What follows belongs to an exercise in optimizing a design on an open flow for small area and a short achievable clock period; a production flow would make more cautious choices.
Only simulation tests tie the RTL to the original design; equivalence was not proved.
Power figures rest on the tool's default switching activity, not on a simulated workload.

==> flow/design.v, too long to show whole: its modules and the start of the top module <==
// module multiplier: 2315 lines
// module mul_fa: 4 lines
// module mul_ha: 4 lines
// module mul_gn: 3 lines
// module mul_gp: 3 lines
// module mul_gpn: 4 lines
// module mul_gpp: 4 lines
// module mul_inv: 3 lines
// module mul_nand: 3 lines
// module mul_nor: 3 lines
// module mul_pg0: 4 lines
// module mul_xnor: 3 lines
// module mul_xor: 3 lines
module multiplier #(parameter N = 32) (
    input logic CLK, EN_mult, EN_blockRead, rst_n,
    input logic [15:0] mult_input0,
    input logic [15:0] mult_input1,
    input logic [N - 1:0] readMem_val,
    output logic RDY_mult, EN_readMem, EN_writeMem, VALID_memVal,
    output logic [N - 1:0] writeMem_val, memVal_data,
    output logic [5:0] writeMem_addr, readMem_addr
    );
  // ...
==> flow/run.sh <==
#!/bin/bash
# synth_recipe.tcl (not shown) runs the flow's synth.tcl, then flattens the netlist and writes it again
# the make line also repeats each setting of config.mk as NAME=value (left out here)
make -C /OpenROAD-flow-scripts/flow DESIGN_CONFIG=/design/flow/config.mk WORK_HOME=/design/flow/orfs CLKGATE_MAP_FILE= SYNTH_SCRIPT=/design/flow/synth_recipe.tcl finish
==> flow/config.mk <==
export PLATFORM = sky130hd
export DESIGN_NAME = multiplier
export DESIGN_NICKNAME = multiplier
export VERILOG_FILES = /design/flow/design.v
export SDC_FILE = /design/flow/constraint.sdc
export NUM_CORES = 4
export LEC_CHECK = 0
export CAP_MARGIN = 20
export CORE_MARGIN = 2
export CORE_UTILIZATION = 65
export CTS_CLUSTER_DIAMETER = 100
export CTS_CLUSTER_SIZE = 20
export SETUP_SLACK_MARGIN = 1.9
export SLEW_MARGIN = 20
export SYNTH_HIERARCHICAL = 1
export SYNTH_MINIMUM_KEEP_SIZE = 0
==> flow/constraint.sdc <==
create_clock -name core_clock -period 3.6 [get_ports {CLK}]
set_input_delay 0.7200 -clock core_clock [delete_from_list [all_inputs] [get_ports {CLK}]]
set_output_delay 0.7200 -clock core_clock [all_outputs]
set_load 0.01 [all_outputs]
==> impl_metrics.toml, run 1 <==
[outcome]
status = "complete, no violations"

[power_and_ir_drop]
p_leak_nw = 6.94
irDropWorstVdd_v = 0.000363
p_clk_mw = 2.02

[synth]
netlist_area_mm2 = 0.0148

[layout]
num_antenna_cells = 0
final_nets = 1521
multi_input_gates = 775
final-clk-cell-share_pct = 2.98
final_common_cell = "dfxtp_1"

[timing]
setup_ws_ns = 1.87
rsz0062_at_grt = "yes"
slew_violations = 0
tightest_slew_ns = 0.330

[placement]
place_area_mm2 = 0.0158

[global_route]
use_met2_pct = 41.0
antenna_found_initial = 0

[detailed_routing]
routed.top_layer = "met4"
drc_errors = 0
met3_length_mm = 1.79
vias = 8067
viasPerCell = 5.31

[cts]
ctsResizeCount = 434
clock_latency_ns = 0.51

[setup_path]
path_buf_inv = 2
slowest_delay_ns = 0.52
path_cells = "buf_12, buf_8, and2_1, fa_1, fa_2"
cp_data_required_time_ns = 3.98
==> run 2, diff against run 1 <==
--- a/flow/config.mk
+++ b/flow/config.mk
@@ -10,4 +10,4 @@
 export CORE_UTILIZATION = 65
-export CTS_CLUSTER_DIAMETER = 100
-export CTS_CLUSTER_SIZE = 20
+export CTS_CLUSTER_DIAMETER = 75
+export CTS_CLUSTER_SIZE = 30
 export SETUP_SLACK_MARGIN = 1.9
==> impl_metrics.toml, run 2 <==
[synth]
syn_avg_cell_area_um2 = 12.3
ys.warnings.count = 7
netlist_area_mm2 = 0.0148
syn-num-nets = 1488
syn_inst = 1202

[detailed_routing]
dr.pass1.iters = 5
wire_per_inst_um = 19.7
routed.top_layer = "met4"
viasPerCell = 5.34
drc_errors = 0
vias = 8119
met3_length_mm = 1.61
dr_wl_met2_mm = 14.0
drtAntennaViolNets = 0
drtIter0Drc = 374
wirelength_mm = 30.0
wl_met1_mm = 13.8

[timing]
fmax_mhz = 580
slew_headroom_pct = 77.8
slew_violations = 0
rsz0062_at_grt = "yes"
setup_viol_count_final = 0
layout_min_cycle_time_ns = 1.73
fin_tns_setup_ns = 0
period_share_pct = 47.9
hold_viol = 0
tightest_slew_ns = 0.332
fin_worst_skew_ns = 0.0178

[global_route]
grt_pass1_vias = 8901
grt_overflow = 0
grt_pass1_wl_mm = 47.4
grt_max_degree = 31
antenna_found_initial = 0
track_usage_pct = 25.9

[setup_path]
crit_type = "in2reg"
worstPathMaxFanout = 5
path_cells = "buf_12, buf_8, and2_4, fa_1, fa_2"
reg2reg_depth = 7
r2r-start = "s2_913$_DFF_P_"
startpoint_type = "primary input"
slowest_delay_ns = 0.57
timing.rr.end = "s3_1272$_DFF_P_"
cp_data_required_time_ns = 3.99
arrival_ns = 2.12
critPathSlowestCell = "fa_1"
reg2reg_slack_ns = 1.95
end_kind = "flip-flop"

[cts]
clk_pin_slew_ns = 0.10
tritoncts = "done"
clock_latency_ns = 0.51
htreeDepth = 1
numCtsBuffers = 16
cts_hold_buf = 0
cts_sinks = 317
clockBufferDepth = 3
clockRootBuffer = "clkbuf_16"

[power_and_ir_drop]
irDropWorstVdd_v = 0.000504
cellPowerDensity_mw_per_mm2 = 701
p_total_mw = 11.6
p_leak_nw = 6.94

[floorplan]
die_h_um = 155
dieArea_mm2 = 0.0239
num_rows = 55
coreArea_mm2 = 0.0224
ios = 148
start_util_pct = 65.8
die_x_um = 155

[layout]
final_nets = 1517
syn2layout_area_growth_pct = 12.3
final_common_cell = "dfxtp_1"
num_antenna_cells = 0
reg.largest.list = "ra x6, wa x6, pipe_en x3"
layout-drive-gt1-share_pct = 36.3
final_cell_mix = "dfxtp_1, and2_1, fa_1"

[placement]
gp_congestion = 0.862
hpwl_mm = 21.5
port_buffers = 83

[hold_path]
hp-start = "s2_903$_DFF_P_"
hold_path_depth = 0
hold_class = "reg2reg"
hold_end = "s3_1253$_DFF_P_"

[job]
cap_violations = 0

[outcome]
status = "complete, no violations"
## run 2: where the power goes
part	internal, mW	total (mW)	switching [mW]
logic	1.83	4.25	2.42
clock network	0.981	2.14	1.16
registers	4.63	5.23	0.599
total	7.44	11.6	4.18
## run 2: routing by layer
metal  vias to the layer above  track usage (%)
met5                         -                0
met4                         0             6.66
met3                        55             4.03
met2                       221             42.2
met1                      4119             36.9
li1                       3724                -
## run 2: final cells by class
| class | count | area (um2) |
|---|---|---|
| Timing Repair Buffer | 110 | 953 |
| Fill cell | 1524 | 5860 |
| Inverter | 11 | 41.3 |
| Clock inverter | 6 | 105 |
| Sequential cell | 317 | 6400 |
| Clock buffer | 17 | 425 |
| Multi-Input combinational cell | 775 | 8290 |
| Tap cell | 285 | 357 |
## run 2: worst max-delay path by stage
stage                       start          endpoint  slack, ns  depth (start not counted)
2_1_floorplan      mult_input1[4]    s0_552$_DFF_P_       1.52                          4
3_3_place_gp       mult_input1[9]    s0_536$_DFF_P_       0.51                          4
3_5_place_dp       mult_input1[9]    s0_536$_DFF_P_       0.45                          4
4_1_cts        wa[2]$_SDFFE_PN0P_  writeMem_addr[2]       1.87                          1
5_1_grt            s2_935$_DFF_P_   s3_1272$_DFF_P_       1.84                          7
6_report          mult_input1[12]    s0_616$_DFF_P_       1.87                          5
## run 2: critical path: cells and delay by family
family	cells	cell delay [ns]
adders and majority gates	2	1.01
buffers and inverters	2	0.25
and+or+nand+nor	1	0.14
## run 2: timing repair
action | in CTS | in global routing
gates resized for setup | 441 | 55
cloned | 2 | 0
endpoints found under the setup margin | 180 | 51
pin swaps | 4 | 8
setup buffers | 17 | 4
## run 2: metrics by stage
step / area [um2] / hold WS [ns] / setup WS (ns) / instances / utilization, %
floorplan: 15500 / 0.310 / 1.52 / 1202 / -
global placement: 15800 / 0.310 / 0.512 / 1475 / 70.4
detailed placement: 15800 / 0.312 / 0.447 / 1475 / 70.4
CTS: 16400 / 0.336 / 1.87 / 1517 / 72.9
global route: 16600 / 0.338 / 1.84 / 1521 / 73.9
finish: 16600 / 0.333 / 1.87 / 1521 / 73.9
==> run 3, diff against run 2 <==
--- a/flow/config.mk
+++ b/flow/config.mk
@@ -11,4 +11,4 @@
 export CTS_CLUSTER_DIAMETER = 75
-export CTS_CLUSTER_SIZE = 30
-export SETUP_SLACK_MARGIN = 1.9
+export CTS_CLUSTER_SIZE = 25
+export SETUP_SLACK_MARGIN = 1.85
 export SLEW_MARGIN = 20
==> impl_metrics.toml, run 3 <==
[outcome]
status = "complete, no violations"

[placement]
port_buffers = 83
dp.cells = 1474
gp_congestion = 0.865
hpwl_mm = 21.8
place_area_mm2 = 0.0158
dp_slack_ns = 0.497

[timing]
period_share_pct = 49.1
fin_tns_setup_ns = 0
layout_min_cycle_time_ns = 1.77
fin_worst_skew_ns = 0.0171
hold_slack_ns = 0.330
setup_viol_count_final = 0
slew_headroom_pct = 76.2
rsz0062_at_grt = "yes"
tightest_slew_ns = 0.355
fmax_mhz = 565
setup_ws_ns = 1.83
slew_violations = 0
hold_viol = 0

[floorplan]
dieArea_mm2 = 0.0239
coreArea_mm2 = 0.0224
num_rows = 55
ios = 148
die_x_um = 155
start_util_pct = 65.8
die_h_um = 155

[layout]
num_antenna_cells = 0
fin_cells = 1517
fill_cells = 1554
fin_util_pct = 72.4
final_cell_mix = "dfxtp_1, and2_1, fa_1"
final_nets = 1513
reg.largest.list = "ra x6, wa x6, pipe_en x3"
final_common_cell = "dfxtp_1"
layout-drive-gt1-share_pct = 33.7
design_area_mm2 = 0.0162
syn2layout_area_growth_pct = 10.1

[cts]
clk_pin_slew_ns = 0.09
clockRootBuffer = "clkbuf_16"
cts_hold_buf = 0
clock_latency_ns = 0.51
cts_sinks = 317
numCtsBuffers = 18
htreeDepth = 1
clockBufferDepth = 3
tritoncts = "done"

[global_route]
use_met2_pct = 42.1
grt_pass1_wl_mm = 48.3
grtUsageMet3_pct = 4.62
antenna_found_initial = 1
grt_busiest_layer = "met2"
track_usage_pct = 26.4
grt_overflow = 0
use_met1_pct = 38.3
grt_pass1_vias = 8959
grt_max_degree = 26

[synth]
syn_avg_cell_area_um2 = 12.3
ys.warnings.count = 7
netlist_area_mm2 = 0.0148
syn-num-nets = 1488
syn_inst = 1202

[detailed_routing]
drc_errors = 0
wirelength_mm = 30.4
vias = 8063
drtIter0Drc = 480
wire_per_inst_um = 20.1
viasPerCell = 5.32
drtAntennaViolNets = 0
dr.pass1.iters = 4

[setup_path]
startpoint_type = "primary input"
crit_type = "in2reg"
arrival_ns = 2.21
worstPathMaxFanout = 6
cp_data_required_time_ns = 4.04
end_kind = "flip-flop"

[power_and_ir_drop]
irDropWorstVdd_v = 0.000348
p_total_mw = 11.5
p_leak_nw = 6.84
cellPowerDensity_mw_per_mm2 = 708

[hold_path]
hold_class = "reg2reg"

[job]
cap_violations = 0
-- run 3: cell count changes in the layout (fill, tap and decap cells not counted), sizes merged --
cell / previous run / this run
clkinv: 0 / 3
inv: 16 / 14
buf: 106 / 99
bufinv: 1 / 0
clkdlybuf4s15: 0 / 1
clkbuf: 18 / 20
-- run 3: final timing paths --
kind | cells past startpoint | from | end | slack (ns)
setup / recovery | 5 | mult_input0[15] | s0_639$_DFF_P_ | 1.83
hold / removal | 0 | s2_898$_DFF_P_ | s3_1248$_DFF_P_ | 0.33
setup reg to reg | 7 | s2_906$_DFF_P_ | s3_1277$_DFF_P_ | 1.95
hold reg to reg | 0 | s2_898$_DFF_P_ | s3_1248$_DFF_P_ | 0.33
-- run 3: worst max-delay path, stage by stage --
cell and delay (ns):
clkdlybuf4s15_1 0.21, buf_6 0.16, and2_4 0.16, fa_2 0.34
fa_2 0.61
-- run 3: layout make-up --
type	count	area, um2	share of cell area, %
sequential	317	6390	39.3
multi-input combinational	775	8240	50.7
timing repair buffer	104	676	4.16
inverter	11	41.3	0.254
clock buffer	19	475	2.93
clock inverter	6	72.6	0.447
tap	285	357	2.19
-- run 3: repair_timing --
item | 4_1_cts | 5_1_grt
setup buffers | 17 | 0
resized for setup | 402 | 25
pin swaps | 6 | 0
endpoints found under the hold margin | 0 | 0
setup endpoints to repair | 177 | 33
gates cloned | 1 | 0
-- run 3: layer usage --
metal / vias to the layer above / part of all wire, %
met1: 4058 / 46
li1: 3717 / -
met2: 232 / 46
met4: 0 / 1.9
met5: - / 0
met3: 56 / 6.5
-- run 3: power breakdown --
part | switching (mW) | internal [mW]
sequential | 0.588 | 4.63
clock | 1.16 | 0.991
combinational | 2.39 | 1.75
==> run 4, diff against run 3 <==
--- a/flow/config.mk
+++ b/flow/config.mk
@@ -12,3 +12,3 @@
 export CTS_CLUSTER_SIZE = 25
-export SETUP_SLACK_MARGIN = 1.85
+export SETUP_SLACK_MARGIN = 1.97
 export SLEW_MARGIN = 20
==> impl_metrics.toml, run 4 <==
[outcome]
status = "complete, no violations"

[layout]
multi_input_area_mm2 = 0.00837
seq_area_mm2 = 0.00640
num_antenna_cells = 0
reg.largest.list = "ra x6, wa x6, pipe_en x3"
final_common_cell = "dfxtp_1"
syn2layout_area_growth_pct = 13.5
final_nets = 1522
fill_cells = 1508
final_cell_mix = "dfxtp_1, and2_1, fa_1"
layout-drive-gt1-share_pct = 38.7

[floorplan]
die_h_um = 155
ios = 148
start_util_pct = 65.8
coreArea_mm2 = 0.0224
die_x_um = 155
num_rows = 55
dieArea_mm2 = 0.0239

[timing]
slew_headroom_pct = 77.7
hold_viol = 0
period_share_pct = 47.8
fmax_mhz = 581
fin_tns_setup_ns = 0
slew_violations = 0
setup_ws_ns = 1.88
rsz0062_at_grt = "yes"
layout_min_cycle_time_ns = 1.72
setup_viol_count_final = 0
tightest_slew_ns = 0.333
fin_worst_skew_ns = 0.0107

[global_route]
track_usage_pct = 25.8
grt_pass1_vias = 8843
antenna_found_initial = 0
grt_max_degree = 26
grt_pass1_wl_mm = 47.3
grt_overflow = 0

[cts]
cts_sinks = 317
clk_pin_slew_ns = 0.09
clockRootBuffer = "clkbuf_16"
htreeDepth = 1
numCtsBuffers = 17
cts_hold_buf = 0
tritoncts = "done"
clock_latency_ns = 0.50
clockBufferDepth = 3

[setup_path]
crit_type = "in2reg"
slowest_delay_ns = 0.52
worstPathMaxFanout = 8
cp_data_required_time_ns = 3.99
arrival_ns = 2.11
path_cells = "buf_12, buf_8, and2_1, fa_1, fa_2"
startpoint_type = "primary input"
end_kind = "flip-flop"
critPathSlowestCell = "fa_1"

[synth]
netlist_area_mm2 = 0.0148
syn_inst = 1202
ys.warnings.count = 7
syn-num-nets = 1488
syn_avg_cell_area_um2 = 12.3

[detailed_routing]
vias = 8107
dr.pass1.iters = 4
wirelength_mm = 29.9
viasPerCell = 5.32
drtAntennaViolNets = 0
drtIter0Drc = 344
wire_per_inst_um = 19.6
drc_errors = 0

[placement]
gp_congestion = 0.862
port_buffers = 83
dp_slack_ns = 0.447
hpwl_mm = 21.5

[job]
cap_violations = 0

[power_and_ir_drop]
irDropWorstVdd_v = 0.000391
cellPowerDensity_mw_per_mm2 = 692
p_leak_nw = 6.99

[hold_path]
hold_class = "reg2reg"
[run 4: cell count changes in the layout (fill, tap and decap cells not counted), sizes merged]
cell           previous run  this run
clkbuf                   20        17
buf                      99       111
inv                      14        15
clkdlybuf4s15             1         0
clkinvlp                  0         2
clkinv                    3         0
[run 4: per-stage QoR]
stage / cell area, um2 / utilization, % / instances / power [mW] / hold WS, ns
floorplan: 15500 / - / 1202 / 8.32 / 0.310
global placement: 15800 / 70.4 / 1475 / 9.38 / 0.310
detailed placement: 15800 / 70.4 / 1475 / 9.55 / 0.312
CTS: 16500 / 73.5 / 1519 / 11.5 / 0.331
global route: 16700 / 74.7 / 1525 / 12.4 / 0.335
finish: 16700 / 74.7 / 1525 / 11.6 / 0.331
[run 4: per-layer routing]
| metal | GRT usage (%) | routed length (um) | up-vias |
|---|---|---|---|
| met5 | 0 | 0 | - |
| met4 | 6.75 | 687 | 0 |
| met3 | 4.62 | 1510 | 61 |
| met2 | 42.1 | 14000 | 215 |
| met1 | 36.4 | 13800 | 4100 |
| li1 | - | - | 3731 |
[run 4: report_power, final]
| part | total [mW] | switching (mW) | internal [mW] |
|---|---|---|---|
| logic | 4.33 | 2.45 | 1.88 |
| clock network | 2.00 | 1.12 | 0.883 |
| registers | 5.25 | 0.617 | 4.64 |
| total | 11.6 | 4.19 | 7.40 |
[run 4: final timing paths]
kind / start / end / slack, ns / depth (start not counted)
worst max register to register: s2_925$_DFF_P_ / s3_1273$_DFF_P_ / 2.01 / 7
worst max-delay path: mult_input0[5] / s0_564$_DFF_P_ / 1.88 / 5
worst min-delay path: s1_832$_DFF_P_ / s2_951$_DFF_P_ / 0.33 / 0
worst min register to register: s1_832$_DFF_P_ / s2_951$_DFF_P_ / 0.33 / 0
[run 4: worst max-delay path, delay by kind of cell]
kind / cells / cell delay, ns
fa+ha+maj: 2 / 0.96
buf+inv: 2 / 0.25
simple gates: 1 / 0.17
[run 4: area by class of cell]
class / instances / area share, %
clock inverter: 6 / 0.314
sequential: 317 / 38.2
inverter: 11 / 0.247
tap: 285 / 2.13
timing repair buffer: 114 / 6.60
multi-input combinational: 775 / 50.0
clock buffer: 17 / 2.54
[run 4: repair_timing]
item / CTS / global route
setup endpoints to repair: 185 / 75
pin swaps: 16 / 20
resized for setup: 486 / 69
hold endpoints to repair: 0 / 0
cloned: 2 / 0
setup buffers: 19 / 6
==> run 5, diff against run 4 <==
--- a/flow/config.mk
+++ b/flow/config.mk
@@ -9,6 +9,6 @@
 export CORE_MARGIN = 2
-export CORE_UTILIZATION = 65
+export CORE_UTILIZATION = 55
 export CTS_CLUSTER_DIAMETER = 75
 export CTS_CLUSTER_SIZE = 25
-export SETUP_SLACK_MARGIN = 1.97
+export SETUP_SLACK_MARGIN = 1.9
 export SLEW_MARGIN = 20
==> impl_metrics.toml, run 5 <==
[outcome]
status = "complete, no violations"

[layout]
syn2layout_area_growth_pct = 14.5
final_cell_mix = "dfxtp_1, and2_1, fa_1"
fin_cells = 1581
final_common_cell = "dfxtp_1"
num_antenna_cells = 0
reg.largest.list = "ra x6, wa x6, pipe_en x3"
final_nets = 1528
layout-drive-gt1-share_pct = 37.2

[setup_path]
critPathCapture = "s0_606$_DFF_P_"
end_kind = "flip-flop"
startpoint_type = "primary input"
r2r-start = "s2_905$_DFF_P_"
crit_type = "in2reg"
crit_path_start = "mult_input0[7]"
cp_data_required_time_ns = 3.99
worstPathMaxFanout = 8
timing.rr.end = "s3_1276$_DFF_P_"
arrival_ns = 2.11
reg2reg_depth = 7
reg2reg_slack_ns = 2.00

[cts]
htreeDepth = 1
cts_sinks = 317
clockRootBuffer = "clkbuf_16"
clock_latency_ns = 0.52
cts_hold_buf = 0
clk_pin_slew_ns = 0.09
numCtsBuffers = 18
clockBufferDepth = 3
tritoncts = "done"

[synth]
syn_avg_cell_area_um2 = 12.3
syn_inst = 1202
syn-num-nets = 1488
netlist_area_mm2 = 0.0148
ys.warnings.count = 7

[timing]
setup_viol_count_final = 0
layout_min_cycle_time_ns = 1.73
period_share_pct = 48.0
rsz0062_at_grt = "yes"
fin_worst_skew_ns = 0.0197
fmax_mhz = 578
slew_headroom_pct = 78.1
fin_tns_setup_ns = 0
slew_violations = 0
setup_ws_ns = 1.87
tightest_slew_ns = 0.327
hold_viol = 0

[power_and_ir_drop]
irDropWorstVdd_v = 0.000340
p_leak_nw = 7.07
cellPowerDensity_mw_per_mm2 = 691
switching_share_pct = 35.6
p_clk_share_pct = 19.1
combPwrFrac_pct = 36.1
p_switching_mw = 4.16
intPower_mw = 7.52
p_seq_share_pct = 44.8

[global_route]
grt_pass1_vias = 8813
grt_max_degree = 26
grt_pass1_wl_mm = 48.5
antenna_found_initial = 0
track_usage_pct = 22.4
grt_overflow = 0

[detailed_routing]
wirelength_mm = 30.7
drtAntennaViolNets = 0
viasPerCell = 5.08
dr.pass1.iters = 4
drc_errors = 0
wire_per_inst_um = 19.4
vias = 8024
drtIter0Drc = 370

[placement]
gp_congestion = 0.821
hpwl_mm = 22.0
dp.cells = 1531
dp_slack_ns = 0.491
port_buffers = 83

[floorplan]
start_util_pct = 56.3
coreArea_mm2 = 0.0262
die_h_um = 168
num_rows = 59
ios = 148
dieArea_mm2 = 0.0281
die_x_um = 168

[job]
cap_violations = 0

[hold_path]
hold_class = "reg2reg"
## run 5: worst max-delay path, cell delays in order
cell	delay, ns
buf_12	0.11
buf_12	0.14
and2_4	0.16
fa_2	0.57
fa_1	0.41
## run 5: routing by layer
metal | vias up | global-route usage (%) | routed length, um
li1 | 3746 | - | -
met1 | 4043 | 33.1 | 14800
met2 | 191 | 34.2 | 13500
met3 | 42 | 4.84 | 1870
met4 | 2 | 4.91 | 401
met5 | - | 1.74 | 65
## run 5: through the flow
stage | power [mW] | hold WS, ns | utilization [%] | area, um2
6_report | 11.7 | 0.329 | 64.4 | 16900
5_1_grt | 12.6 | 0.338 | 64.4 | 16900
4_1_cts | 11.7 | 0.334 | 63.7 | 16700
3_5_place_dp | 9.53 | 0.313 | 60.7 | 15900
3_3_place_gp | 9.44 | 0.310 | 60.7 | 15900
2_1_floorplan | 8.32 | 0.310 | - | 15500
## run 5: power groups by stage
stage | combinational [mW] | clock [mW] | sequential (mW)
finish | 4.22 | 2.23 | 5.23
global route | 4.77 | 2.44 | 5.36
CTS | 4.15 | 2.30 | 5.23
detailed placement | 4.22 | 0 | 5.32
global placement | 4.16 | 0 | 5.28
floorplan | 3.15 | 0 | 5.16
## run 5: layout make-up
cell class / instances / area [um2]
tap: 335 / 419
fill: 2072 / 9320
sequential: 317 / 6390
timing repair buffer: 119 / 1150
clock inverter: 5 / 91.3
inverter: 11 / 41.3
multi-input combinational: 775 / 8330
clock buffer: 19 / 475
## run 5: worst min path at each step
stage / startpoint / to / slack (ns) / cells after the start
2_1_floorplan: s0_511$_DFF_P_ / s1_756$_DFF_P_ / 0.31 / 0
3_3_place_gp: s2_903$_DFF_P_ / s3_1253$_DFF_P_ / 0.31 / 0
3_5_place_dp: s0_512$_DFF_P_ / s1_757$_DFF_P_ / 0.31 / 0
4_1_cts: s0_512$_DFF_P_ / s1_757$_DFF_P_ / 0.33 / 0
5_1_grt: s2_900$_DFF_P_ / s3_1250$_DFF_P_ / 0.34 / 0
6_report: s1_760$_DFF_P_ / s2_901$_DFF_P_ / 0.33 / 0
## run 5: timing repair
| action | in CTS | in global routing |
|---|---|---|
| hold endpoints to repair | 0 | 0 |
| setup endpoints to repair | 180 | 52 |
| pin swaps | 20 | 12 |
| resized for setup | 458 | 54 |
| buffers inserted | 18 | 3 |
| gates cloned | 5 | 0 |
==> run 6, diff against run 5 <==
--- a/flow/config.mk
+++ b/flow/config.mk
@@ -9,5 +9,6 @@
 export CORE_MARGIN = 2
-export CORE_UTILIZATION = 55
+export CORE_UTILIZATION = 65
 export CTS_CLUSTER_DIAMETER = 75
 export CTS_CLUSTER_SIZE = 25
+export GPL_ROUTABILITY_DRIVEN = 0
 export SETUP_SLACK_MARGIN = 1.9
==> impl_metrics.toml, run 6 <==
[timing]
period_share_pct = 47.8
slew_violations = 0
fin_tns_setup_ns = 0
slew_headroom_pct = 78.0
setup_viol_count_final = 0
rsz0062_at_grt = "yes"
tightest_slew_ns = 0.328
fmax_mhz = 582
fin_worst_skew_ns = 0.00979
layout_min_cycle_time_ns = 1.72
hold_viol = 0

[global_route]
antenna_found_initial = 0
grt_overflow = 0
grt_pass1_wl_mm = 47.3
track_usage_pct = 25.8
grt_max_degree = 26
grt_pass1_vias = 8801

[synth]
syn-num-nets = 1488
netlist_area_mm2 = 0.0148
syn_avg_cell_area_um2 = 12.3
ys.warnings.count = 7
syn_inst = 1202

[layout]
syn2layout_area_growth_pct = 12.2
multi_input_area_mm2 = 0.00829
seq_area_mm2 = 0.00640
reg.largest.list = "ra x6, wa x6, pipe_en x3"
final_nets = 1520
final_cell_mix = "dfxtp_1, and2_1, fa_1"
fin_cells = 1523
final_common_cell = "dfxtp_1"
fill_cells = 1538
layout-drive-gt1-share_pct = 36.3
num_antenna_cells = 0

[setup_path]
r2r-start = "s2_913$_DFF_P_"
crit_type = "in2reg"
arrival_ns = 2.11
startpoint_type = "primary input"
cp_data_required_time_ns = 3.99
worstPathMaxFanout = 8
end_kind = "flip-flop"
crit_path_start = "mult_input0[5]"

[cts]
clk_pin_slew_ns = 0.09
tritoncts = "done"
cts_hold_buf = 0
cts_sinks = 317
clock_latency_ns = 0.50
numCtsBuffers = 17
clockRootBuffer = "clkbuf_16"
htreeDepth = 1
clockBufferDepth = 3

[detailed_routing]
wire_per_inst_um = 19.5
dr.pass1.iters = 4
drtAntennaViolNets = 0
wirelength_mm = 29.7
vias = 8070
drc_errors = 0
viasPerCell = 5.30
drtIter0Drc = 382

[floorplan]
die_x_um = 155
die_h_um = 155
ios = 148
dieArea_mm2 = 0.0239
num_rows = 55
start_util_pct = 65.8
coreArea_mm2 = 0.0224

[placement]
dp.cells = 1475
port_buffers = 83
hpwl_mm = 21.5

[hold_path]
hold_class = "reg2reg"
hp-start = "s2_902$_DFF_P_"

[power_and_ir_drop]
irDropWorstVdd_v = 0.000386
cellPowerDensity_mw_per_mm2 = 693
p_total_mw = 11.5
p_leak_nw = 6.92

[job]
cap_violations = 0

[outcome]
status = "complete, no violations"
==> run 6: worst max-delay path, stage by stage <==
cell and delay (ns):
buf_12 0.12, buf_6 0.13, and2_1 0.17, fa_1 0.52, fa_2 0.44
==> run 6: per-stage QoR <==
stage	cell area (um2)	utilization, %	hold slack [ns]	setup slack [ns]
final	16500	73.8	0.330	1.88
after detailed placement	15800	70.4	0.312	0.447
after global routing	16500	73.8	0.335	1.85
after floorplan	15500	-	0.310	1.52
after global placement	15800	70.4	0.310	0.512
after CTS	16300	72.7	0.331	1.87
==> run 6: layer usage <==
metal	global-route usage [%]	wire length, um
met5	0	0
met4	6.48	620
met3	4.76	1870
met2	42.0	13800
met1	36.4	13500
==> run 6: worst paths after layout <==
check	to	slack, ns	depth (start not counted)
max	s0_564$_DFF_P_	1.88	5
min	s3_1252$_DFF_P_	0.33	0
max reg2reg	s3_1272$_DFF_P_	1.97	7
min reg2reg	s3_1252$_DFF_P_	0.33	0
==> run 6: what timing repair did <==
item / CTS / global route
cloned: 2 / 0
setup endpoints to repair: 180 / 48
setup buffers: 17 / 6
gates resized for setup: 443 / 56
hold endpoints to repair: 0 / 0
pin swaps: 6 / 14
==> run 6: layout make-up <==
| type | count | area share, % |
|---|---|---|
| clock buffer | 17 | 2.57 |
| clock inverter | 6 | 0.318 |
| inverter | 11 | 0.250 |
| multi-input combinational | 775 | 50.1 |
| sequential | 317 | 38.7 |
| tap | 285 | 2.16 |
| timing repair buffer | 112 | 5.94 |
==> run 6: report_power, final <==
part	switching, mW	total (mW)	internal, mW
Clock	1.12	2.00	0.883
Combinational	2.42	4.24	1.82
Sequential	0.593	5.23	4.63
Total	4.13	11.5	7.34
==> run 7, diff against run 6 <==
--- a/flow/config.mk
+++ b/flow/config.mk
@@ -12,3 +12,3 @@
 export CTS_CLUSTER_SIZE = 25
-export GPL_ROUTABILITY_DRIVEN = 0
+export PLACE_DENSITY_LB_ADDON = 0.15
 export SETUP_SLACK_MARGIN = 1.9
==> impl_metrics.toml, run 7 <==
[setup_path]
path_buf_inv = 2
crit_type = "in2reg"
critical-path-top-delay-family = "adder cells"
worstPathMaxFanout = 8
cp_data_required_time_ns = 3.95
slowest_delay_ns = 0.56
arrival_ns = 2.10
critPathSlowestCell = "fa_2"
path_cells = "buf_12, buf_12, and2_4, fa_2, fa_1"
cp_common_cell = "buf_12"
reg2reg_slack_ns = 2.00
end_kind = "flip-flop"
startpoint_type = "primary input"

[global_route]
grt_pass1_vias = 8908
grt_max_degree = 26
grt_pass1_wl_mm = 48.3
grt_overflow = 0
antenna_found_initial = 0
track_usage_pct = 26.6

[job]
cap_violations = 0

[cts]
cts_sinks = 317
tritoncts = "done"
clk_pin_slew_ns = 0.09
htreeDepth = 1
clockRootBuffer = "clkbuf_16"
numCtsBuffers = 17
clock_latency_ns = 0.50
clockBufferDepth = 3
cts_hold_buf = 0

[timing]
slew_violations = 0
fin_tns_setup_ns = 0
hold_viol = 0
slew_headroom_pct = 78.8
period_share_pct = 48.4
setup_viol_count_final = 0
fin_worst_skew_ns = 0.0281
setup_ws_ns = 1.86
tightest_slew_ns = 0.317
fmax_mhz = 574
layout_min_cycle_time_ns = 1.74
rsz0062_at_grt = "yes"

[detailed_routing]
drc_errors = 0
wire_per_inst_um = 20.3
dr.pass1.iters = 5
wirelength_mm = 31.0
vias = 8170
drtAntennaViolNets = 0
viasPerCell = 5.36
drtIter0Drc = 449

[floorplan]
num_rows = 55
dieArea_mm2 = 0.0239
coreArea_mm2 = 0.0224
die_x_um = 155
start_util_pct = 65.8
ios = 148
die_h_um = 155

[layout]
final_cell_mix = "dfxtp_1, and2_1, fa_1"
final_nets = 1524
fin_util_pct = 74.0
multi_input_area_mm2 = 0.00830
num_antenna_cells = 0
reg.largest.list = "ra x6, wa x6, pipe_en x3"
syn2layout_area_growth_pct = 12.5
layout-drive-gt1-share_pct = 37.0
fill_cells = 1472
seq_area_mm2 = 0.00639
final_common_cell = "dfxtp_1"

[placement]
port_buffers = 83
dp_slack_ns = 0.531
hpwl_mm = 21.7
gp_congestion = 0.879

[outcome]
status = "complete, no violations"

[power_and_ir_drop]
irDropWorstVdd_v = 0.000354
cellPowerDensity_mw_per_mm2 = 693
p_leak_nw = 6.97

[synth]
syn_inst = 1202
netlist_area_mm2 = 0.0148
syn-num-nets = 1488
syn_avg_cell_area_um2 = 12.3
ys.warnings.count = 7

[hold_path]
hold_class = "reg2reg"
run 7: final timing paths:
| path | from | to | depth (start not counted) |
|---|---|---|---|
| worst max-delay path | mult_input1[10] | s0_594$_DFF_P_ | 5 |
| worst min-delay path | s2_900$_DFF_P_ | s3_1250$_DFF_P_ | 0 |
| worst max register to register | s2_911$_DFF_P_ | s3_1272$_DFF_P_ | 7 |
| worst min register to register | s2_900$_DFF_P_ | s3_1250$_DFF_P_ | 0 |
run 7: worst register-to-register path, stage by stage, from the launching register on:
cell and delay (ns):
dfxtp_1 0.34, nor2_1 0.24, o21ai_2 0.11, a21oi_2 0.25
o21ai_2 0.12, a21oi_2 0.12, o21ai_1 0.12, xor2_1 0.17
run 7: what timing repair did:
action,CTS,global route
endpoints found under the setup margin,180,44
resized for setup,449,59
setup buffers,17,6
pin swaps,22,12
gates cloned,3,1
run 7: per-layer routing:
metal	part of all wire (%)	wire (um)	vias to the layer above	global-route usage (%)
met1	42	13000	4080	35.8
li1	-	-	3730	-
met2	48	14900	301	43.9
met4	2.4	754	0	7.54
met3	7.7	2390	59	5.91
met5	0	0	-	0
run 7: area by class of cell:
type	count	share of cell area (%)
Tap cell	285	2.15
Clock buffer	17	2.56
Multi-Input combinational cell	775	50.0
Timing Repair Buffer	116	6.26
Sequential cell	317	38.5
Clock inverter	4	0.279
Inverter	11	0.264
run 7: power breakdown:
part	switching [mW]	internal, mW	total, mW
sequential	0.622	4.63	5.26
clock	1.09	0.876	1.96
combinational	2.45	1.84	4.29
total	4.16	7.35	11.5
run 7: per-stage QoR:
stage          hold WS (ns)  power [mW]  std cells  instance area (um2)
3_3_place_gp          0.311        9.34       1477                15800
2_1_floorplan         0.310        8.32       1202                15500
5_1_grt               0.334        12.3       1525                16600
6_report              0.332        11.5       1525                16600
4_1_cts               0.333        11.4       1518                16400
3_5_place_dp          0.312        9.57       1477                15800
==> run 8, diff against run 7 <==
--- a/flow/config.mk
+++ b/flow/config.mk
@@ -12,3 +12,2 @@
 export CTS_CLUSTER_SIZE = 25
-export PLACE_DENSITY_LB_ADDON = 0.15
 export SETUP_SLACK_MARGIN = 1.9
==> impl_metrics.toml, run 8 <==
[power_and_ir_drop]
p_seq_share_pct = 45.6
switching_share_pct = 36.0
p_leak_nw = 6.92
p_switching_mw = 4.13
p_clk_share_pct = 17.4
cellPowerDensity_mw_per_mm2 = 693
combPwrFrac_pct = 37.0
irDropWorstVdd_v = 0.000386
intPower_mw = 7.34

[layout]
num_antenna_cells = 0
final_nets = 1520
multi_input_area_mm2 = 0.00829
layout-drive-gt1-share_pct = 36.3
syn2layout_area_growth_pct = 12.2
fin_util_pct = 73.8
design_area_mm2 = 0.0165
fill_cells = 1538
reg.largest.list = "ra x6, wa x6, pipe_en x3"
seq_area_mm2 = 0.00640
final_cell_mix = "dfxtp_1, and2_1, fa_1"
final_common_cell = "dfxtp_1"

[placement]
gp_congestion = 0.862
port_buffers = 83
place_area_mm2 = 0.0158
hpwl_mm = 21.5

[setup_path]
worstPathMaxFanout = 8
crit_type = "in2reg"
arrival_ns = 2.11
reg2reg_depth = 7
startpoint_type = "primary input"
r2r-start = "s2_913$_DFF_P_"
path_cells = "buf_12, buf_6, and2_1, fa_1, fa_2"
path_buf_inv = 2
crit_cells = 5
reg2reg_slack_ns = 1.97
timing.rr.end = "s3_1272$_DFF_P_"
critPathSlowestCell = "fa_1"
critical-path-top-delay-family = "adder cells"
crit_path_start = "mult_input0[5]"
slowest_delay_ns = 0.52
end_kind = "flip-flop"
cp_data_required_time_ns = 3.99

[timing]
fin_tns_setup_ns = 0
slew_violations = 0
period_share_pct = 47.8
hold_slack_ns = 0.330
rsz0062_at_grt = "yes"
layout_min_cycle_time_ns = 1.72
setup_viol_count_final = 0
tightest_slew_ns = 0.328
hold_viol = 0
fmax_mhz = 582
slew_headroom_pct = 78.0
fin_worst_skew_ns = 0.00979

[hold_path]
hp-start = "s2_902$_DFF_P_"
hold_path_depth = 0
hold_end = "s3_1252$_DFF_P_"
hold_class = "reg2reg"

[floorplan]
dieArea_mm2 = 0.0239
die_h_um = 155
ios = 148
die_x_um = 155
coreArea_mm2 = 0.0224
num_rows = 55
start_util_pct = 65.8

[cts]
clockRootBuffer = "clkbuf_16"
clock_latency_ns = 0.50
tritoncts = "done"
clockBufferDepth = 3
clk_pin_slew_ns = 0.09
htreeDepth = 1
cts_sinks = 317
numCtsBuffers = 17

[synth]
syn_avg_cell_area_um2 = 12.3
syn-num-nets = 1488
netlist_area_mm2 = 0.0148
ys.warnings.count = 7
syn_inst = 1202

[detailed_routing]
wirelength_mm = 29.7
wire_per_inst_um = 19.5
drtAntennaViolNets = 0
dr.pass1.iters = 4
vias = 8070
viasPerCell = 5.30
drtIter0Drc = 382
drc_errors = 0

[global_route]
grt_max_degree = 26
grt_busiest_layer = "met2"
grt_pass1_wl_mm = 47.3
antenna_found_initial = 0
track_usage_pct = 25.8
use_met2_pct = 42.0
grt_overflow = 0
grt_pass1_vias = 8801
use_met1_pct = 36.4
grtUsageMet3_pct = 4.76

[job]
cap_violations = 0

[outcome]
status = "complete, no violations"
[run 8: what timing repair did]
action                                  CTS  global route
hold buffers                              0             0
endpoints found under the setup margin  180            48
buffers inserted                         17             6
pin swaps                                 6            14
gates resized for setup                 443            56
cloned                                    2             0
[run 8: cell type report]
cell class                 instances  share of cell area [%]
timing repair buffer             112                    5.94
clock buffer                      17                    2.57
inverter                          11                   0.250
clock inverter                     6                   0.318
sequential                       317                    38.7
tap                              285                    2.16
multi-input combinational        775                    50.1
[run 8: worst max-delay path by stage]
stage                                  to  slack (ns)
after floorplan            s0_552$_DFF_P_        1.52
after global placement     s0_536$_DFF_P_        0.51
after detailed placement   s0_536$_DFF_P_        0.45
after CTS                  s0_536$_DFF_P_        1.87
after global routing      s3_1272$_DFF_P_        1.85
final                      s0_564$_DFF_P_        1.88
[run 8: stage by stage]
| step | std cells | power, mW | worst slack (ns) |
|---|---|---|---|
| 2_1_floorplan | 1202 | 8.32 | 1.52 |
| 3_3_place_gp | 1475 | 9.38 | 0.512 |
| 3_5_place_dp | 1475 | 9.55 | 0.447 |
| 4_1_cts | 1517 | 11.4 | 1.87 |
| 5_1_grt | 1523 | 12.3 | 1.85 |
| 6_report | 1523 | 11.5 | 1.88 |
[run 8: power groups by stage]
stage,clock [mW],sequential (mW),combinational [mW]
final,2.00,5.23,4.24
after detailed placement,0,5.32,4.23
after floorplan,0,5.16,3.15
after CTS,2.05,5.23,4.14
after global placement,0,5.27,4.11
after global routing,2.16,5.35,4.75
[run 8: per-layer routing]
layer | routed length (um) | share of wire, % | up-vias
met5 | 0 | 0 | -
met4 | 620 | 2.1 | 0
met3 | 1870 | 6.3 | 53
met2 | 13800 | 46 | 237
met1 | 13500 | 45 | 4049
li1 | - | - | 3731
==> run 9, diff against run 8 <==
--- a/flow/config.mk
+++ b/flow/config.mk
@@ -12,3 +12,3 @@
 export CTS_CLUSTER_SIZE = 25
-export SETUP_SLACK_MARGIN = 1.9
+export SETUP_SLACK_MARGIN = 1.87
 export SLEW_MARGIN = 20
==> impl_metrics.toml, run 9 <==
[layout]
fin_cells = 1519
num_antenna_cells = 0
final_common_cell = "dfxtp_1"
reg.largest.list = "ra x6, wa x6, pipe_en x3"
final_nets = 1515
final_cell_mix = "dfxtp_1, and2_1, fa_1"
layout-drive-gt1-share_pct = 34.2
syn2layout_area_growth_pct = 10.8
design_area_mm2 = 0.0163

[setup_path]
critPathSlowestCell = "fa_2"
worstPathMaxFanout = 6
arrival_ns = 2.19
slowest_delay_ns = 0.61
reg2reg_depth = 6
startpoint_type = "primary input"
crit_type = "in2reg"
path_buf_inv = 2
critical-path-top-delay-family = "adder cells"
cp_data_required_time_ns = 4.04
r2r-start = "s2_909$_DFF_P_"
timing.rr.end = "s3_1270$_DFF_P_"
cp_common_cell = "fa_2"
reg2reg_slack_ns = 1.98
path_cells = "clkdlybuf4s15_2, buf_6, and2_4, fa_2, fa_2"
end_kind = "flip-flop"

[detailed_routing]
dr.pass1.iters = 5
wirelength_mm = 30.5
wire_per_inst_um = 20.1
drtIter0Drc = 478
drc_errors = 0
drtAntennaViolNets = 0
viasPerCell = 5.31
vias = 8060

[global_route]
grt_max_degree = 26
antenna_found_initial = 1
track_usage_pct = 26.4
grt_overflow = 0
grt_pass1_wl_mm = 48.2
grt_pass1_vias = 8963

[timing]
fmax_mhz = 571
fin_worst_skew_ns = 0.0174
slew_violations = 0
hold_viol = 0
setup_viol_count_final = 0
rsz0062_at_grt = "yes"
layout_min_cycle_time_ns = 1.75
period_share_pct = 48.6
fin_tns_setup_ns = 0
tightest_slew_ns = 0.357
slew_headroom_pct = 76.1
hold_slack_ns = 0.330

[synth]
syn-num-nets = 1488
syn_inst = 1202
syn_avg_cell_area_um2 = 12.3
ys.warnings.count = 7
netlist_area_mm2 = 0.0148

[cts]
clockBufferDepth = 3
cts_sinks = 317
clockRootBuffer = "clkbuf_16"
tritoncts = "done"
htreeDepth = 1
numCtsBuffers = 18
clk_pin_slew_ns = 0.09
clock_latency_ns = 0.51

[power_and_ir_drop]
irDropWorstVdd_v = 0.000349
p_total_mw = 11.5
cellPowerDensity_mw_per_mm2 = 706
p_leak_nw = 6.87

[placement]
port_buffers = 83
place_area_mm2 = 0.0158
gp_congestion = 0.865
hpwl_mm = 21.8
dp.cells = 1474

[outcome]
status = "complete, no violations"

[floorplan]
start_util_pct = 65.8
die_h_um = 155
num_rows = 55
ios = 148
coreArea_mm2 = 0.0224
die_x_um = 155
dieArea_mm2 = 0.0239

[job]
cap_violations = 0

[hold_path]
hold_end = "s3_1248$_DFF_P_"
hold_class = "reg2reg"
hp-start = "s2_898$_DFF_P_"
hold_path_depth = 0
## run 9: through the flow
step                setup slack, ns  utilization, %
floorplan                      1.52               -
detailed placement            0.497            70.3
finish                         1.85            72.8
global route                   1.84            72.8
CTS                            1.87            72.2
global placement              0.527            70.3
## run 9: report_power, final
part	switching, mW	internal (mW)
sequential	0.591	4.63
clock	1.16	0.991
combinational	2.40	1.76
total	4.15	7.38
## run 9: worst register-to-register path, cell delays in order, from the launching register on
cell and delay [ns]:
dfxtp_1 0.34, nor2_1 0.31, nor2_1 0.13, a21oi_2 0.30
o21ai_2 0.16, a21oi_2 0.17, xnor2_1 0.13
## run 9: repair_timing
| item | 4_1_cts | 5_1_grt |
|---|---|---|
| endpoints found under the setup margin | 179 | 20 |
| gates resized for setup | 411 | 29 |
| hold buffers | 0 | 0 |
| pin swaps | 7 | 1 |
| setup buffers | 17 | 2 |
| gates cloned | 1 | 0 |
## run 9: final cells by class
| cell class | count | area (um2) |
|---|---|---|
| repair buffers | 106 | 753 |
| inverters | 11 | 41.3 |
| clock inverters | 6 | 72.6 |
| fillers | 1537 | 6100 |
| clock buffers | 19 | 475 |
| flip-flops and latches | 317 | 6390 |
| well taps | 285 | 357 |
| multi-input cells | 775 | 8250 |
## run 9: worst max path at each step
stage | end | cells after the start | startpoint
3_3_place_gp | s0_520$_DFF_P_ | 4 | mult_input1[5]
2_1_floorplan | s0_552$_DFF_P_ | 4 | mult_input1[4]
4_1_cts | writeMem_addr[2] | 1 | wa[2]$_SDFFE_PN0P_
5_1_grt | s3_1271$_DFF_P_ | 7 | s2_936$_DFF_P_
6_report | s0_639$_DFF_P_ | 5 | mult_input0[15]
3_5_place_dp | s0_520$_DFF_P_ | 4 | mult_input1[5]
## run 9: routing by layer
metal,GRT usage [%],vias up,wire length (um)
met1,38.2,4066,14000
met2,42.0,225,14000
met3,4.62,55,1860
li1,-,3714,-
met4,6.48,0,579
met5,0,-,0
==> run 10, diff against run 9 <==
--- a/flow/config.mk
+++ b/flow/config.mk
@@ -12,3 +12,3 @@
 export CTS_CLUSTER_SIZE = 25
-export SETUP_SLACK_MARGIN = 1.87
+export SETUP_SLACK_MARGIN = 1.92
 export SLEW_MARGIN = 20
==> impl_metrics.toml, run 10 <==
[power_and_ir_drop]
p_total_mw = 11.5
irDropWorstVdd_v = 0.000385
p_leak_nw = 6.94
cellPowerDensity_mw_per_mm2 = 694

[timing]
rsz0062_at_grt = "yes"
slew_headroom_pct = 77.4
fmax_mhz = 575
fin_tns_setup_ns = 0
hold_slack_ns = 0.330
fin_worst_skew_ns = 0.0119
setup_viol_count_final = 0
slew_violations = 0
layout_min_cycle_time_ns = 1.74
hold_viol = 0
period_share_pct = 48.3
tightest_slew_ns = 0.337

[setup_path]
arrival_ns = 2.13
worstPathMaxFanout = 8
timing.rr.end = "s3_1272$_DFF_P_"
critical-path-top-delay-family = "adder cells"
reg2reg_depth = 7
cp_data_required_time_ns = 3.99
end_kind = "flip-flop"
path_buf_inv = 2
crit_type = "in2reg"
cp_common_cell = "buf_6"
startpoint_type = "primary input"
slowest_delay_ns = 0.52
r2r-start = "s2_913$_DFF_P_"
critPathSlowestCell = "fa_1"
path_cells = "buf_6, buf_6, and2_1, fa_1, fa_2"
reg2reg_slack_ns = 1.97

[detailed_routing]
wire_per_inst_um = 19.6
drc_errors = 0
wirelength_mm = 29.9
drtAntennaViolNets = 0
vias = 8096
dr.pass1.iters = 4
drtIter0Drc = 354
viasPerCell = 5.31

[placement]
gp_congestion = 0.862
place_area_mm2 = 0.0158
hpwl_mm = 21.5
dp.cells = 1475
port_buffers = 83

[cts]
clk_pin_slew_ns = 0.09
clock_latency_ns = 0.51
numCtsBuffers = 17
clockRootBuffer = "clkbuf_16"
htreeDepth = 1
clockBufferDepth = 3
cts_sinks = 317
tritoncts = "done"

[synth]
ys.warnings.count = 7
syn_inst = 1202
syn-num-nets = 1488
netlist_area_mm2 = 0.0148
syn_avg_cell_area_um2 = 12.3

[job]
cap_violations = 0

[floorplan]
coreArea_mm2 = 0.0224
die_h_um = 155
num_rows = 55
start_util_pct = 65.8
dieArea_mm2 = 0.0239
die_x_um = 155
ios = 148

[outcome]
status = "complete, no violations"

[hold_path]
hp-start = "s2_902$_DFF_P_"
hold_path_depth = 0
hold_end = "s3_1252$_DFF_P_"
hold_class = "reg2reg"

[layout]
reg.largest.list = "ra x6, wa x6, pipe_en x3"
fin_cells = 1524
layout-drive-gt1-share_pct = 37.1
final_cell_mix = "dfxtp_1, and2_1, fa_1"
final_nets = 1521
design_area_mm2 = 0.0166
final_common_cell = "dfxtp_1"
syn2layout_area_growth_pct = 12.5
num_antenna_cells = 0

[global_route]
grt_pass1_vias = 8822
grt_max_degree = 26
grt_pass1_wl_mm = 47.4
antenna_found_initial = 0
grt_overflow = 0
track_usage_pct = 25.8
==> run 10: per-stage QoR <==
stage	utilization [%]	worst slack [ns]
floorplan	-	1.52
global placement	70.4	0.512
detailed placement	70.4	0.447
CTS	72.9	1.87
global route	74.0	1.85
finish	74.0	1.86
==> run 10: how the worst max path moves through the flow <==
stage	slack (ns)	to	startpoint	cells after the start
after floorplan	1.52	s0_552$_DFF_P_	mult_input1[4]	4
after global placement	0.51	s0_536$_DFF_P_	mult_input1[9]	4
after detailed placement	0.45	s0_536$_DFF_P_	mult_input1[9]	4
after CTS	1.87	s0_536$_DFF_P_	mult_input1[9]	4
after global routing	1.85	s3_1272$_DFF_P_	s2_935$_DFF_P_	7
final	1.86	s0_564$_DFF_P_	mult_input0[5]	5
==> run 10: what timing repair did <==
item,4_1_cts,5_1_grt
setup buffers,17,7
endpoints found under the hold margin,0,0
endpoints found under the setup margin,180,71
pin swaps,11,12
gates cloned,2,0
hold buffers,0,0
resized for setup,454,58
==> run 10: metal layers <==
layer  track usage (%)  share of wire [%]
met2              42.1                 46
met3              4.68                5.5
met1              36.4                 46
met5                 0                  0
met4              6.57                2.1
==> run 10: worst reg2reg max path: stages (launching register included) <==
cell,delay (ns)
dfxtp_1,0.34
nor2_1,0.28
nor2_2,0.09
a21oi_2,0.26
o21ai_2,0.12
a21oi_2,0.13
o21ai_1,0.12
xor2_1,0.18
==> run 10: layout make-up <==
type,instances,area (um2)
multi-input cells,775,8310
flip-flops and latches,317,6400
fillers,1533,5840
repair buffers,113,1010
clock buffers,17,425
well taps,285,357
clock inverters,6,52.6
inverters,11,41.3
==> run 10: report_power, final <==
part	total [mW]	internal [mW]	switching (mW)
Clock	2.00	0.883	1.12
Sequential	5.24	4.64	0.599
Combinational	4.28	1.85	2.43

## port drivers added, routing unchanged
In the flow no input, the clock included, has a driving cell. The finished layouts below were timed again as built, in two steps.
Step 1: set_driving_cell puts a clkbuf_16 on CLK and a buf_2 on each other input, an assumption about the parent block.
Step 2 moves the port delays by t, midway between the first and last clock arrival at a register: inputs arrive t later, outputs are due t later. That takes back most of the time a late clock gives input paths.
Slacks: ideal / step 1 / step 2; pairs: ideal / step 1.
| run | shift t [ns] | setup slack, ns | worst data-port slew with drivers (ns) |
|---|---|---|---|
| run 1 | 0.543 | 1.866 / 1.862 / 1.326 | 0.09 |
| run 2 | 0.552 | 1.874 / 1.840 / 1.321 | 0.09 |
| run 3 | 0.552 | 1.832 / 1.841 / 1.307 | 0.08 |
| run 4 | 0.551 | 1.880 / 1.846 / 1.334 | 0.09 |
| run 5 | 0.552 | 1.871 / 1.840 / 1.321 | 0.07 |
| run 6 | 0.551 | 1.881 / 1.846 / 1.334 | 0.09 |
| run 7 | 0.538 | 1.857 / 1.860 / 1.322 | 0.07 |
| run 8 | 0.551 | 1.881 / 1.846 / 1.334 | 0.09 |
| run 9 | 0.551 | 1.850 / 1.846 / 1.327 | 0.08 |
| run 10 | 0.552 | 1.862 / 1.847 / 1.330 | 0.09 |
After both steps setup and hold are still met in every run listed. For run 2, which loses most, drivers alone change the setup slack by -0.034 ns; drivers and shift together by -0.553 ns.
